This design comes from an exercise in tuning for small area and a short achievable clock period on the open sky130 flow, not from production work. RTL that was checked went through simulation tests only; none was proved equivalent to the original. Power and IR drop assume default switching activity.

== cedar ==
## matmul
module matmul(A,B,y,clk);
    input logic [31:0] A;
    input logic [31:0] B;
    output logic [31:0] y;
    input logic clk;
    logic [7:0] y00, y01, y10, y11;
    matmul_dot2 u00 (.a0(A[31:24]), .b0(B[31:24]), .a1(A[23:16]), .b1(B[15:8]), .y(y00));
    matmul_dot2 u01 (.a0(A[31:24]), .b0(B[23:16]), .a1(A[23:16]), .b1(B[7:0]),  .y(y01));
    matmul_dot2 u10 (.a0(A[15:8]),  .b0(B[31:24]), .a1(A[7:0]),   .b1(B[15:8]), .y(y10));
    matmul_dot2 u11 (.a0(A[15:8]),  .b0(B[23:16]), .a1(A[7:0]),   .b1(B[7:0]),  .y(y11));
    always_ff @(posedge clk)
        y <= {y00, y01, y10, y11};
endmodule
For scale: ~730 cells after synthesis, ~97 I/O pins, roughly 6500 µm² of cells after synthesis.
clock: 10.0 ns
lec_check: 0
cap_margin: 20
core_margin: 2
core_utilization: 40
setup_slack_margin: 5
slew_margin: 20
synth_hierarchical: 1
synth_minimum_keep_size: 0
standard.sh (not shown) runs the stock make flow with config.mk's settings and CLKGATE_MAP_FILE= SYNTH_SCRIPT=/design/flow/synth_recipe.tcl, a recipe that flattens the netlist after the stock synthesis.
==> flow/flow/run.sh <==
#!/bin/bash
# The standard layout (standard.sh), except that buffer_ports uses
# sky130_fd_sc_hd__buf_1 for the port buffers instead of the delay-buffer cell it picks by default.
set -e
export BUFFER_PORTS_ARGS="-buffer_cell sky130_fd_sc_hd__buf_1"
bash standard.sh  finish > standard.log 2>&1
The inputs of amber differ from those of cedar as listed below.
--- a/flow/design.v
+++ b/flow/design.v
@@ -238,56 +238,65 @@
   wire n171;
   matmul_xor un171 (.a(n1), .b(n2), .y(n171));
   wire n172;
   matmul_or un172 (.a(n1), .b(n2), .y(n172));
   wire n173, n174;
   matmul_fa un173 (.a(n6), .b(n7), .c(n172), .s(n173), .co(n174));
   wire n175 = ~n173;
   wire n176, n177;
   matmul_fa un176 (.a(n17), .b(n19), .c(n174), .s(n176), .co(n177));
   wire n178 = ~n176;
-  wire n179, n180;
-  matmul_fa un179 (.a(n35), .b(n37), .c(n177), .s(n179), .co(n180));
-  wire n181 = ~n179;
+  wire n179;
+  matmul_xor un179 (.a(n35), .b(n37), .y(n179));
+  wire n180;
+  matmul_and un180 (.a(n35), .b(n37), .y(n180));
+  wire n181;
+  matmul_or un181 (.a(n35), .b(n37), .y(n181));
   wire n182;
-  matmul_xor un182 (.a(n61), .b(n59), .y(n182));
+  matmul_oai un182 (.a1(n180), .a2(n177), .b1(n181), .y(n182));
   wire n183;
-  matmul_and un183 (.a(n61), .b(n59), .y(n183));
-  wire n184;
-  matmul_or un184 (.a(n61), .b(n59), .y(n184));
+  matmul_xor un183 (.a(n179), .b(n177), .y(n183));
+  wire n184 = ~n183;
   wire n185;
-  matmul_oai un185 (.a1(n183), .a2(n180), .b1(n184), .y(n185));
+  matmul_xor un185 (.a(n61), .b(n59), .y(n185));
   wire n186;
-  matmul_xnor un186 (.a(n182), .b(n180), .y(n186));
+  matmul_nand un186 (.a(n61), .b(n59), .y(n186));
   wire n187;
-  matmul_xor un187 (.a(n91), .b(n89), .y(n187));
+  matmul_nor un187 (.a(n61), .b(n59), .y(n187));
   wire n188;
-  matmul_nand un188 (.a(n91), .b(n89), .y(n188));
+  matmul_aoi un188 (.a1(n186), .a2(n182), .b1(n187), .y(n188));
   wire n189;
-  matmul_nor un189 (.a(n91), .b(n89), .y(n189));
+  matmul_xor un189 (.a(n185), .b(n182), .y(n189));
   wire n190;
-  matmul_aoi un190 (.a1(n188), .a2(n185), .b1(n189), .y(n190));
+  matmul_xor un190 (.a(n91), .b(n89), .y(n190));
   wire n191;
-  matmul_xor un191 (.a(n187), .b(n185), .y(n191));
+  matmul_and un191 (.a(n91), .b(n89), .y(n191));
   wire n192;
-  matmul_xor un192 (.a(n127), .b(n125), .y(n192));
+  matmul_or un192 (.a(n91), .b(n89), .y(n192));
   wire n193;
-  matmul_and un193 (.a(n127), .b(n125), .y(n193));
+  matmul_oai un193 (.a1(n191), .a2(n188), .b1(n192), .y(n193));
   wire n194;
-  matmul_or un194 (.a(n127), .b(n125), .y(n194));
-  wire n195;
-  matmul_oai un195 (.a1(n193), .a2(n190), .b1(n194), .y(n195));
+  matmul_xor un194 (.a(n190), .b(n188), .y(n194));
+  wire n195 = ~n194;
   wire n196;
-  matmul_xnor un196 (.a(n192), .b(n190), .y(n196));
+  matmul_xor un196 (.a(n127), .b(n125), .y(n196));
   wire n197;
-  matmul_xnor un197 (.a(n170), .b(n195), .y(n197));
-  assign y = {n197, n196, n191, n186, n181, n178, n175, n171};
+  matmul_nand un197 (.a(n127), .b(n125), .y(n197));
+  wire n198;
+  matmul_nor un198 (.a(n127), .b(n125), .y(n198));
+  wire n199;
+  matmul_aoi un199 (.a1(n197), .a2(n193), .b1(n198), .y(n199));
+  wire n200;
+  matmul_xor un200 (.a(n196), .b(n193), .y(n200));
+  wire n201;
+  matmul_xor un201 (.a(n170), .b(n199), .y(n201));
+  assign y = {n201, n200, n195, n189, n184, n178, n175, n171};
 endmodule
 module matmul(A,B,y,clk);
     input logic [31:0] A;
     input logic [31:0] B;
     output logic [31:0] y;
     input logic clk;
     logic [7:0] y00, y01, y10, y11;
     matmul_dot2 u00 (.a0(A[31:24]), .b0(B[31:24]), .a1(A[23:16]), .b1(B[15:8]), .y(y00));
     matmul_dot2 u01 (.a0(A[31:24]), .b0(B[23:16]), .a1(A[23:16]), .b1(B[7:0]),  .y(y01));
     matmul_dot2 u10 (.a0(A[15:8]),  .b0(B[31:24]), .a1(A[7:0]),   .b1(B[15:8]), .y(y10));
--- outcome ---
- Having completed the whole flow, amber delivered a layout that passed the timing, DRC and antenna checks.
- Delta (amber minus cedar): routed metal-1 wire length now sits higher, routed wire length went down by about 1.4%, cell area after layout grew by 0.83%, final cell count higher.
- Going from cedar to amber, die area grew slightly.
- Taking cedar as the reference, in amber via count decreased by about 1.3% relative to the old numbers; cell area after technology mapping rose by 70 µm².
- Combinational power (amber over cedar): increase, about 0.7%
No functional check of the RTL was part of amber.

port drivers added, routing unchanged:
Ports are ideal in the flow. The routed layouts listed here were re-timed in OpenROAD. Step 1, drivers: a clkbuf_16 drives clk and a buf_2 each remaining input, both assumed. Step 2, shift: input delay + t, output delay - t, t = (earliest + latest rising clock arrival at the registers) / 2. This alone moves slack from input paths to output paths. Slacks: no drivers / after step 1 / after step 2; pairs: no drivers / after step 1.
run	shift t [ns]	setup WS [ns]	slew at the worst register clock pin (ns)	worst slew at a driven data input, ns
cedar	0.333	5.162 / 5.171 / 4.839	0.06 / 0.06	0.04
amber	0.327	5.172 / 5.187 / 4.860	0.06 / 0.06	0.05
After both steps every run listed still meets setup and hold. For cedar, which loses most, drivers alone change the setup slack by +0.009 ns; drivers and shift together by -0.323 ns.
